From an optimization exercise on the open Yosys and OpenROAD flow, aimed at small area; shortcuts taken in it are not production practice. Only simulation tests tie the RTL to the original design; equivalence was not proved. Power is estimated from default activity; no workload was simulated.

==> design.v <==
`timescale 1 ps / 1 ps
module OFDM_Symbol_Sync #(
    THRESHOLD=100,
    OFDM_SYMBOL_LENGTH=64
) (
		output  reg        sample_clock_reset,  
		input  wire        clock_clk,              
        input  wire        reset_reset,
		input  wire signed [31:0] asi_in0_data,            
		input  wire        asi_in0_valid,           
		output reg  [31:0] aso_out0_data,           
		output reg         aso_out0_valid,          
		output reg         aso_out0_endofpacket,    
		output reg         aso_out0_startofpacket,  
		output  reg        pre_sampling             
	);
    wire signed [15:0] asiReal;
    wire signed [15:0] asiImag;
    reg signed [31:0]tMA32;
    reg signed [31:0]tMA32C2;
    reg signed [31:0]tMA32Accu;
    reg signed [31:0]tMA32C2Accu;
    reg signed [5:0]tMA32Index;
    reg signed [5:0]tMA32C2Index;
    reg signed [31:0]tMA4;
    reg signed [31:0]tMA4C2;
    reg signed [31:0]tMA4Accu;
    reg signed [31:0]tMA4C2Accu;
    reg signed [5:0]tMA4Index;
    reg signed [5:0]tMA4C2Index;
    reg signed [31:0]tMADifference;
    reg signed [31:0]tMAC2Difference;
    reg [15:0]tMA32Settd;
    reg [15:0]tMA32C2Settd;
    reg [10:0]tIDLECounter;
    reg tSlackState;
    reg tSlackStateC2;
    reg tAccuFlag;
    reg tAccuFlagC2;
    reg [1:0]tInnerState;
    reg tPacketState;
    reg [15:0]tDataCounter;
    wire signed [31:0]tSyncChannelData;
    wire signed [31:0]tSyncChannelDataC2;
    assign tSyncChannelData={{16{asi_in0_data[15]}},asi_in0_data[15:0]};
    assign tSyncChannelDataC2={{16{asi_in0_data[31]}},asi_in0_data[31:16]};
    assign asiReal=asi_in0_data[31:16];
    assign asiImag=asi_in0_data[15:0];
    always @ (posedge clock_clk or posedge reset_reset)begin
        if(reset_reset) begin
            tMA32<=0;
            tMA32C2<=0;
            tMA32Accu<=0;
            tMA32C2Accu<=0;
            tMA32Index<=0;
            tMA32C2Index<=0;
            tMA4<=0;
            tMA4C2<=0;
            tMA4Accu<=0;
            tMA4C2Accu<=0;
            tMA4Index<=0;
            tMA4C2Index<=0;
            tAccuFlag<=0;
            tAccuFlagC2<=0;
            tMA32Settd<=0;
            tMA32C2Settd<=0;
            tMADifference=0;
            tMAC2Difference=0;
            pre_sampling<=1;
            tPacketState<=0;
            tDataCounter<=0;
            tInnerState<=0;
            tIDLECounter<=0;
            tSlackState<=0;
            sample_clock_reset<=0;
            aso_out0_data=0;
            aso_out0_valid<=0;
            aso_out0_endofpacket<=0;
            aso_out0_startofpacket<=0;
        end
        else begin
            case (tInnerState)
                0:begin 
                    if(asi_in0_valid)begin
                        if(tMA4Index==1)begin
                            tMA4<=(tMA4Accu>>>1);
                            tMA4Accu<=tSyncChannelData;
                            tMA4Index<=0;
                            tMADifference=(tMA32-tMA4)>0?(tMA32-tMA4):(tMA4-tMA32);
                            if(tMADifference>THRESHOLD&&tMA32Settd==1)begin
                                pre_sampling<=0;
                                tInnerState<=1;
                                aso_out0_valid<=1;
                                aso_out0_startofpacket<=1;
                            end
                        end else begin
                            tMA4Accu<=tMA4Accu+tSyncChannelData;
                            tMA4Index<=tMA4Index+1;
                        end
                        if (tMA32Index==31)begin
                            tAccuFlag<=1;
                            tMA32<=(tMA32Accu>>>5);
                            tMA32Index<=0;
                            tMA32Accu<=0;
                            tMA32Settd<=1;
                        end else begin
                            tMA32Accu<=tMA32Accu+tSyncChannelData;
                            tMA32Index<=tMA32Index+1;
                        end
                        if(tMA4C2Index==1)begin
                            tMA4C2<=(tMA4C2Accu>>>1);
                            tMA4C2Accu<=tSyncChannelDataC2;
                            tMA4C2Index<=0;
                            tMAC2Difference=(tMA32C2-tMA4C2)>0?(tMA32C2-tMA4C2):(tMA4C2-tMA32C2);
                            if(tMAC2Difference>THRESHOLD&&tMA32C2Settd==1)begin
                                pre_sampling<=0;
                                tInnerState<=1;
                                aso_out0_valid<=1;
                                aso_out0_startofpacket<=1;
                            end
                        end else begin
                            tMA4C2Accu<=tMA4C2Accu+tSyncChannelDataC2;
                            tMA4C2Index<=tMA4C2Index+1;
                        end
                        if (tMA32C2Index==31)begin
                            tAccuFlagC2<=1;
                            tMA32C2<=(tMA32C2Accu>>>5);
                            tMA32C2Index<=0;
                            tMA32C2Accu<=0;
                            tMA32C2Settd<=1;
                        end else begin
                            tMA32C2Accu<=tMA32C2Accu+tSyncChannelDataC2;
                            tMA32C2Index<=tMA32C2Index+1;
                        end
                    end
                end
                1:begin
                    if(aso_out0_valid) begin
                        aso_out0_valid<=0;
                    end
                    else begin
                        if(asi_in0_valid)
                            aso_out0_valid<=1;
                    end
                    if(aso_out0_startofpacket)
                        aso_out0_startofpacket<=0;
                    if(asi_in0_valid)begin
                        if(!tPacketState)begin
                            aso_out0_startofpacket<=1;
                            tPacketState<=1;
                        end
                        aso_out0_data={{16'b0-asiReal},{16'b0-asiImag}};
                        if(tDataCounter==OFDM_SYMBOL_LENGTH-1)begin
                            aso_out0_endofpacket<=1;
                            tDataCounter<=tDataCounter+1;
                        end
                        else if(tDataCounter==OFDM_SYMBOL_LENGTH)begin
                            aso_out0_endofpacket<=0;
                            aso_out0_valid<=0;
                            tPacketState<=0;
                            tMA32<=0;
                            tMA32C2<=0;
                            tMA32Accu<=0;
                            tMA32C2Accu<=0;
                            tMA32Index<=0;
                            tMA32C2Index<=0;
                            tMA4<=0;
                            tMA4C2<=0;
                            tMA4Accu<=0;
                            tMA4C2Accu<=0;
                            tMA4Index<=0;
                            tMA4C2Index<=0;
                            tAccuFlag<=0;
                            tAccuFlagC2<=0;
                            tMA32Settd<=0;
                            tMA32C2Settd<=0;
                            tMADifference=0;
                            tMAC2Difference=0;
                            pre_sampling<=1;
                            tPacketState<=0;
                            tDataCounter<=0;
                            tInnerState<=2;
                            tSlackState<=0;
                            tIDLECounter<=0;
                        end
                        else begin
                            tDataCounter<=tDataCounter+1;
                        end
                    end
                end
                2:begin
                    if(tIDLECounter<512)
                        tIDLECounter<=tIDLECounter+1;
                    else
                        tInnerState<=0;
                end
            endcase
        end
    end
endmodule
==> run.sh <==
#!/bin/bash
# synth_recipe.tcl (not shown) runs the flow's synth.tcl, then flattens the netlist and writes it again
# the make line also repeats each setting of config.mk as NAME=value (left out here)
make -C /OpenROAD-flow-scripts/flow DESIGN_CONFIG=/design/flow/config.mk WORK_HOME=/design/flow/orfs CLKGATE_MAP_FILE= SYNTH_SCRIPT=/design/flow/synth_recipe.tcl finish
==> config.mk <==
export PLATFORM = sky130hd
export DESIGN_NAME = OFDM_Symbol_Sync
export DESIGN_NICKNAME = OFDM_Symbol_Sync
export VERILOG_FILES = /design/flow/design.v
export SDC_FILE = /design/flow/constraint.sdc
export NUM_CORES = 4
export LEC_CHECK = 0
export CAP_MARGIN = 20
export CORE_MARGIN = 2
export CORE_UTILIZATION = 40
export PLACE_DENSITY = 0.6
export SLEW_MARGIN = 20
==> constraint.sdc <==
create_clock -name core_clock -period 5.5 [get_ports {clock_clk}]
set_input_delay 1.1000 -clock core_clock [delete_from_list [all_inputs] [get_ports {clock_clk}]]
set_output_delay 1.1000 -clock core_clock [all_outputs]
set_load 0.01 [all_outputs]
==> results of run 1 <==
## cell usage in the layout (no fill, tap or decap), types with 60 or more instances in the layout
cell type / Yosys / layout
inv_1: 191 / 190
xor2_1: 109 / 109
buf_4: 1 / 60
nor2_1: 210 / 209
xnor2_1: 94 / 94
o21ai_0: 307 / 307
clkdlybuf4s50_1: 0 / 68
dfrtp_1: 335 / 335
a21oi_1: 261 / 258
nand3_1: 78 / 77
nor3_1: 72 / 72
a22o_1: 123 / 123
a21o_1: 92 / 92
ha_1: 263 / 263
nand2_1: 386 / 383
## power breakdown
part | leakage, uW | switching [uW] | internal [uW] | total, uW
combinational | 0.00896 | 8730 | 6150 | 14900
sequential | 0.00422 | 1100 | 3530 | 4630
clock | 0.000647 | 1110 | 1640 | 2740
## worst register-to-register path, stage by stage, from the launching register on
cell and delay [ns]:
dfrtp_1 0.46, inv_1 0.07, ha_1 0.30, nor2b_1 0.15, o31a_4 0.31, a211oi_4 0.39
a21oi_2 0.15, or3_1 0.39, a2111oi_2 0.36, nand4_1 0.13, or4_4 0.55, o21ai_2 0.21
mux4_2 0.54, a32oi_1 0.17, mux2i_1 0.10, o31a_1 0.40, o21a_4 0.20, a31o_1 0.22
## layer usage
metal / vias up / wire length [um] / part of all wire
met4: 0 / 1050 / 0.014
met2: 479 / 34000 / 0.45
met3: 84 / 2730 / 0.036
met1: 11500 / 37700 / 0.50
li1: 12000 / - / -
met5: - / 0 / 0
## state kept, by name (all words and copies together) (netlist names), 11 cells and up
signal         flops
aso_out0_data     32
tDataCounter      16
tIDLECounter      11
tMA32             27
tMA32Accu         32
tMA32C2           27
tMA32C2Accu       32
tMA4              31
tMA4Accu          32
tMA4C2            31
tMA4C2Accu        32
## cell families (layout without fill, tap and decap cells)
family	Yosys count	in the layout
muxes	29	29
xor gates and xnor gates	203	203
buffers and inverters	334	395
other	1	1
adders and majority gates	271	271
DFF	336	336
and+or+nand+nor	1014	1014
AOI/OAI and AO/OA	1105	1105
## area by class of cell
| type | instances | share of cell area |
|---|---|---|
| inverter | 192 | 0.0239 |
| timing repair buffer | 133 | 0.0396 |
| clock buffer | 53 | 0.0359 |
| tap | 873 | 0.0360 |
| sequential | 336 | 0.277 |
| clock inverter | 17 | 0.00813 |
| multi-input combinational | 2623 | 0.579 |
## per-stage QoR
step | hold slack, ns | cells
global route | 0.498 | 4227
CTS | 0.476 | 4227
detailed placement | 0.465 | 4157
floorplan | 0.447 | 3293
finish | 0.472 | 4227
global placement | 0.456 | 4157
## what timing repair did
item                       in CTS  in global routing
setup buffers                   0                  0
setup endpoints to repair       0                  5
gates resized for setup         0                  3
## worst paths after layout
path	from	endpoint	slack [ns]	cells after the start
worst max-delay path	tMA32[1]	tInnerState[1]	0.29	17
worst min-delay path	pre_sampling	pre_sampling	0.47	2
worst max register to register	tMA32[1]	tInnerState[1]	0.29	17
worst min register to register	pre_sampling	pre_sampling	0.47	2
max in group asynchronous	reset_reset	tMA4C2[26]	3.30	3
min in group asynchronous	reset_reset	aso_out0_data[5]	0.97	2
==> reports/metrics.yaml, run 1 <==
grtUsageMet1: 0.314
slew_headroom: 0.333
critPathCaptureType: "flop"
holdBufCountCts: 0
worst_slack_ns: 0.288
start_util: 0.404
synth_compound_area_frac: 0.265
crit_path_cell_trace: "inv_1 > ha_1 > nor2b_1 > o31a_4 > a211oi_4 > a21oi_2 > or3_1 > a2111oi_2 > nand4_1 > or4_4 > o21ai_2 > mux4_2 > a32oi_1 > mux2i_1 > o31a_1 > o21a_4 > a31o_1"
vdd_ir_drop_max_mv: 0.292
syn_area_mm2: 0.0272
fin_crit_ns: 5.21
first_global_vias: 22700
dieArea_mm2: 0.0701
drive_gt1_frac: 0.0552
gp_congestion: 0.955
numCtsBuffers: 39
synth_most_common_cell: "nand2_1"
drc: 0
synthSimpleGateAreaFrac: 0.175
final_area_mm2: 0.0303
cts_buffer_depth: 3
postLayoutCoreUtil: 0.451
area_delta_synth_final_pct: 11.6
synthXorXnorAreaFrac: 0.0654
diodes: 0
cts_tree: "done"
worst_pin_slew_ns: 0.997
synth_mux_area_frac: 0.0116
busiest_layer: "met2"
synth_top_area_cell: "dfrtp_1"
synth_cell_type_count: 94
ys_seq_area_frac: 0.309
chipWidth_um: 265
totalWireLength_mm: 75.5
detail_route.iter0.violations: 1799
grt_overflow: 0
synth_top_area_frac: 0.308
power.leakage_uw: 0.0138
synth_commonest_cells: "nand2_1, dfrtp_1, o21ai_0"
first_pass_iters: 5
critical_path_buf_inv_count: 1
cts_max_level: 2
critPathArrivalTime_ns: 5.66
seq_area_mm2: 0.00841
pre_cts_ws_ns: 0.0827
start_kind: "flop"
worstSetupPathType: "flop to flop"
cts.reportedPaths.clkPinSlew_ns: 0.06
rows: 95
port_buffers: 70
cts.sinks: 336
synthArstFlopShare: 1.00
fmax_ghz: 0.192
dieHeight_um: 265
cap_violations: 0
use_met3: 0.0199
grt_usage: 0.214
critical_path.max_stage_delay_ns: 0.55
clock-root-buffer: "clkbuf_16"
ys_top_cells_by_area: "dfrtp_1, ha_1, o21ai_0"
ys_warn_count: 1
critical-path-top-delay-family: "compound AO/OA/AOI/OAI gates"
grt_antenna_before_repair: 0
cp_slowest_cell: "or4_4"
finalClockSkew_ns: 0.0378
finalPower_uw: 22300
synth-edff-count: 0
wire_per_inst_um: 17.9
powerDensity_mw_per_mm2: 734
num_vias: 24000
synth_top_family_by_area: "compound AO/OA/AOI/OAI gates"
multi_input_area_mm2: 0.0176
met2_usage: 0.348
synthAdderAreaFrac: 0.127
core_mm2: 0.0673
rsz0062_at_grt: "no"
crit_required_ns: 5.95
synth_ff_type: "dfrtp_1"
postRouteAntennaNets: 0
status: "timing/DRC/antenna clean"
syn_inst: 3293
drv_slew: 0
min_path_type: "flop to flop"
place_hpwl_mm: 56.6
crit_path_max_fanout: 6
vias_per_cell: 5.68
clk_latency_ns: 0.56
ioPinCount: 72
syn-mean-instance-area_um2: 8.25
syn-num-nets: 3599
grt_pass1_wl_mm: 124
ys_seq_elements: 336
n_fill_cell: 6718
min_period_over_period: 0.948
timing.final.hold_violations: 0
setup_viol: 0
grt_max_degree: 149
dpl_cell_area_mm2: 0.0290
fin_nets: 3631
fin_tns_setup_ns: 0
==> run 2: changes to the inputs <==
==> design.v (replaced) <==
`timescale 1 ps / 1 ps
module OFDM_Symbol_Sync #(
    THRESHOLD=100,
    OFDM_SYMBOL_LENGTH=64
) (
    output wire        sample_clock_reset,
    input  wire        clock_clk,
    input  wire        reset_reset,
    input  wire signed [31:0] asi_in0_data,
    input  wire        asi_in0_valid,
    output reg  [31:0] aso_out0_data,
    output reg         aso_out0_valid,
    output wire        aso_out0_endofpacket,
    output reg         aso_out0_startofpacket,
    output wire        pre_sampling
);
    wire signed [15:0] sI = asi_in0_data[15:0];
    wire signed [15:0] sR = asi_in0_data[31:16];
    wire v = asi_in0_valid;
    reg st_pkt, st_idle;
    wire st_srch = ~st_pkt & ~st_idle;
    reg [9:0] cnt;
    wire [4:0] idx = cnt[4:0];
    wire idx31 = &idx;
    wire idx0  = ~|idx;
    wire settd = cnt[5];
    reg signed [20:0] accR, accI;    
    reg signed [15:0] m32R, m32I;    
    reg signed [15:0] p4R, p4I;      
    reg flag;                         
    wire signed [15:0] mR = idx31 ? accR[20:5] : m32R;
    wire signed [15:0] mI = idx31 ? accI[20:5] : m32I;
    wire signed [16:0] dR = mR - p4R;
    wire signed [16:0] dI = mI - p4I;
    wire bigR = (dR > 17'sd100) | (dR < -17'sd100);
    wire bigI = (dI > 17'sd100) | (dI < -17'sd100);
    wire detect = st_srch & v & idx[0] & flag & settd;
    wire signed [16:0] pairR = p4R + sR;
    wire signed [16:0] pairI = p4I + sI;
    always @(posedge clock_clk) begin
        if (v) begin
            accR <= (idx0 ? 21'sd0 : accR) + sR;
            accI <= (idx0 ? 21'sd0 : accI) + sI;
            p4R  <= idx[0] ? sR : pairR[16:1];
            p4I  <= idx[0] ? sI : pairI[16:1];
        end
        if (idx31) begin
            m32R <= accR[20:5];
            m32I <= accI[20:5];
        end
        if (v & idx[0])
            flag <= bigR | bigI;
    end
    wire pkt_end  = st_pkt & v & cnt[6];
    wire idle_end = st_idle & cnt[9];
    wire cnt_clr  = detect | pkt_end | idle_end;
    wire cnt_inc  = v | st_idle;
    wire c5 = cnt_inc & idx31;
    always @(posedge clock_clk or posedge reset_reset) begin
        if (reset_reset) begin
            st_pkt <= 1'b0;
            st_idle <= 1'b0;
            cnt <= 10'd0;
            aso_out0_data <= 32'd0;
            aso_out0_valid <= 1'b0;
            aso_out0_startofpacket <= 1'b0;
        end else begin
            if (cnt_clr)
                cnt <= 10'd0;
            else if (st_srch) begin
                cnt[4:0] <= idx + {4'd0, cnt_inc};
                cnt[5] <= cnt[5] | c5;
            end else
                cnt <= cnt + {9'd0, cnt_inc};
            if (detect) st_pkt <= 1'b1;
            else if (pkt_end) st_pkt <= 1'b0;
            if (pkt_end) st_idle <= 1'b1;
            else if (idle_end) st_idle <= 1'b0;
            if (st_pkt & v)
                aso_out0_data <= {16'd0 - asi_in0_data[31:16], 16'd0 - asi_in0_data[15:0]};
            aso_out0_valid <= detect | (st_pkt & ~aso_out0_valid & v & ~cnt[6]);
            aso_out0_startofpacket <= detect | (st_pkt & v & ~|cnt[6:0]);
        end
    end
    assign aso_out0_endofpacket = st_pkt & cnt[6];
    assign pre_sampling = ~st_pkt;
    assign sample_clock_reset = 1'b0;
endmodule
==> run 2 against run 1 <==
- final cell count is 61% lower
- sequential share of layout area is 3.7 points higher
- fmax is 16% higher
- critical path depth is 3 lower
- flip-flop and latch count is 183 lower
- non-clock buffer count is 52 lower
==> reports/metrics.yaml, run 2 <==
r2r-start: "cnt[2]"
totalWireLength_mm: 27.0
syn-num-nets: 1339
rsz0062_at_grt: "no"
cts_buffer_depth: 2
ff2ff_path_depth: 14
fin_tns_setup_ns: 0
dieArea_mm2: 0.0292
ioPinCount: 72
synth-edff-count: 75
slew_headroom: 0.511
placed_cells: 1621
largest_register_ffs: 32
worst_slack_ns: 1.00
crit_path_cell_trace: "nand3_1 > or2_2 > buf_4 > mux2_2 > ha_1 > nor2b_1 > o21a_1 > o21ai_0 > a211oi_1 > or4_1 > a222oi_1 > nand4_1 > nor4_1 > o211ai_2"
crit_required_ns: 5.66
grt_pass1_wl_mm: 44.4
first_global_vias: 8550
diodes: 0
min_period_over_period: 0.818
clock-root-buffer: "clkbuf_16"
finalClockSkew_ns: 0.00978
top_regs: "aso_out0_data (32), accI (21), accR (21)"
fmax_ghz: 0.222
worstSetupPathType: "flop to flop"
syn_area_mm2: 0.0111
first_pass_iters: 5
n_fill_cell: 2700
ys_warn_count: 1
power.leakage_uw: 0.00537
cts.reportedPaths.clkPinSlew_ns: 0.06
timing.final.hold_violations: 0
cp-startpoint: "cnt[2]"
crit_path_max_fanout: 18
synth_most_common_cell: "nand2_1"
grt_max_degree: 66
num_vias: 8857
grt_usage: 0.193
ys_seq_elements: 153
postCtsSetupBuffers: 0
fin_nets: 1409
critPathCaptureType: "flop"
synth_commonest_cells: "nand2_1, ha_1, o21ai_0"
gp_congestion: 0.878
syn_inst: 1192
vias_per_cell: 5.36
r2r_slack_ns: 1.00
place_hpwl_mm: 20.4
pre_cts_ws_ns: 0.778
cts_max_level: 4
numCtsBuffers: 17
start_util: 0.403
synthArstFlopShare: 0.301
largest_register: "aso_out0_data"
min_from: "m32I[0]"
ys_top_cells_by_area: "edfxtp_1, ha_1, dfrtp_1"
chipWidth_um: 171
r2r-end: "flag"
final_cell_mix: "nand2_1, ha_1, o21ai_0"
wire_per_inst_um: 16.4
fin_crit_ns: 4.50
synth_cell_type_count: 79
core_mm2: 0.0276
drv_slew: 0
rows: 61
ys_seq_area_frac: 0.363
cts_resized: 0
worst_pin_slew_ns: 0.732
critical_path.max_stage_delay_ns: 0.49
multi_input_area_mm2: 0.00669
status: "timing/DRC/antenna clean"
min_to: "m32I[0]"
finalPower_uw: 6060
vdd_ir_drop_max_mv: 0.189
min_path_type: "flop to flop"
drc: 0
port_buffers: 70
area_delta_synth_final_pct: 15.4
synth_top_area_cell: "edfxtp_1"
holdBufCountCts: 0
synth_top_area_frac: 0.202
setup_viol: 0
cts.sinks: 153
syn-mean-instance-area_um2: 9.34
dpl_cell_area_mm2: 0.0123
synth_ff_type: "edfxtp_1"
detail_route.iter0.violations: 512
grt_antenna_before_repair: 0
clk_latency_ns: 0.43
cap_violations: 0
cp_slowest_cell: "or4_1"
min_path_cells: 2
dieHeight_um: 171
postRouteAntennaNets: 0
final_common_cell: "nand2_1"
instances_no_fill: 1653
start_kind: "flop"
final_area_mm2: 0.0129
drive_gt1_frac: 0.0776
cts_tree: "done"
critPathArrivalTime_ns: 4.66
powerDensity_mw_per_mm2: 471
seq_area_mm2: 0.00405
grt_overflow: 0
run 2: worst max-delay path by stage:
stage | endpoint | slack (ns) | cells after the start
2_1_floorplan | flag | 1.23 | 17
3_3_place_gp | p4I[15] | 0.79 | 12
6_report | flag | 1.00 | 14
5_1_grt | flag | 0.68 | 14
4_1_cts | flag | 1.04 | 14
3_5_place_dp | p4I[15] | 0.78 | 12
run 2: power breakdown:
part	internal, uW	total [uW]	switching (uW)
clock	687	1180	495
combinational	1430	3160	1730
sequential	1610	1720	111
total	3720	6060	2340
run 2: area by class of cell:
class	count	area share
Inverter	74	0.0216
Sequential cell	153	0.315
Clock inverter	10	0.00691
Tap cell	378	0.0368
Timing Repair Buffer	81	0.0607
Multi-Input combinational cell	935	0.521
Clock buffer	22	0.0386
run 2: logic make-up (layout without fill, tap and decap cells):
kind of cell	after synthesis	after routing	synth area share
other	1	1	0.000337
xor gates and xnor gates	109	109	0.0857
DFF	153	153	0.363
AOI/OAI and AO/OA	271	271	0.163
muxes	40	40	0.0398
adders and majority gates	112	112	0.130
buffers and inverters	104	187	0.0362
and+or+nand+nor	402	402	0.182
run 2: critical path: cells and delay by family (launching register included):
kind	cells	cell delay (ns)
compound gates	5	1.22
fa+ha+maj	1	0.27
buf+inv	1	0.28
flops	1	0.44
mux	1	0.38
simple gates	6	1.65
run 2: stage by stage:
step / hold WS, ns / utilization
3_3_place_gp: 0.453 / 0.444
6_report: 0.465 / 0.465
2_1_floorplan: 0.435 / -
5_1_grt: 0.493 / 0.465
3_5_place_dp: 0.456 / 0.444
4_1_cts: 0.465 / 0.465
run 2: metal layers:
layer / global-route usage / part of all wire / vias up
met5: 0 / 0 / -
met4: 0.0472 / 0.012 / 0
met3: 0.0342 / 0.041 / 16
met2: 0.303 / 0.44 / 171
met1: 0.275 / 0.50 / 4204
li1: - / - / 4466

[re-timing with driven ports]
No port has a modelled driver above. Below, the same layouts with a new extraction and two added sets of constraints.
Step 1, drivers: a clkbuf_16 drives clock_clk and a buf_2 each remaining input, both assumed.
Step 2 adds t to the input delays and takes it off the output delays; t is the mean of the earliest and latest rising clock arrival at the registers after step 1. Input paths then give back, and output paths get back, about the clock's delay inside the block.
Slacks: no drivers / after step 1 / after step 2; pairs: no drivers / after step 1.
run	t, ns	setup slack, ns	worst slew at a driven data input, ns
run 1	0.599	0.288 / 0.288 / 0.059	0.04
run 2	0.471	1.004 / 1.004 / 0.732	0.04
After both steps every run listed still meets setup and hold. For run 2, which loses most, drivers alone change the setup slack by 0.000 ns; drivers and shift together by -0.272 ns.
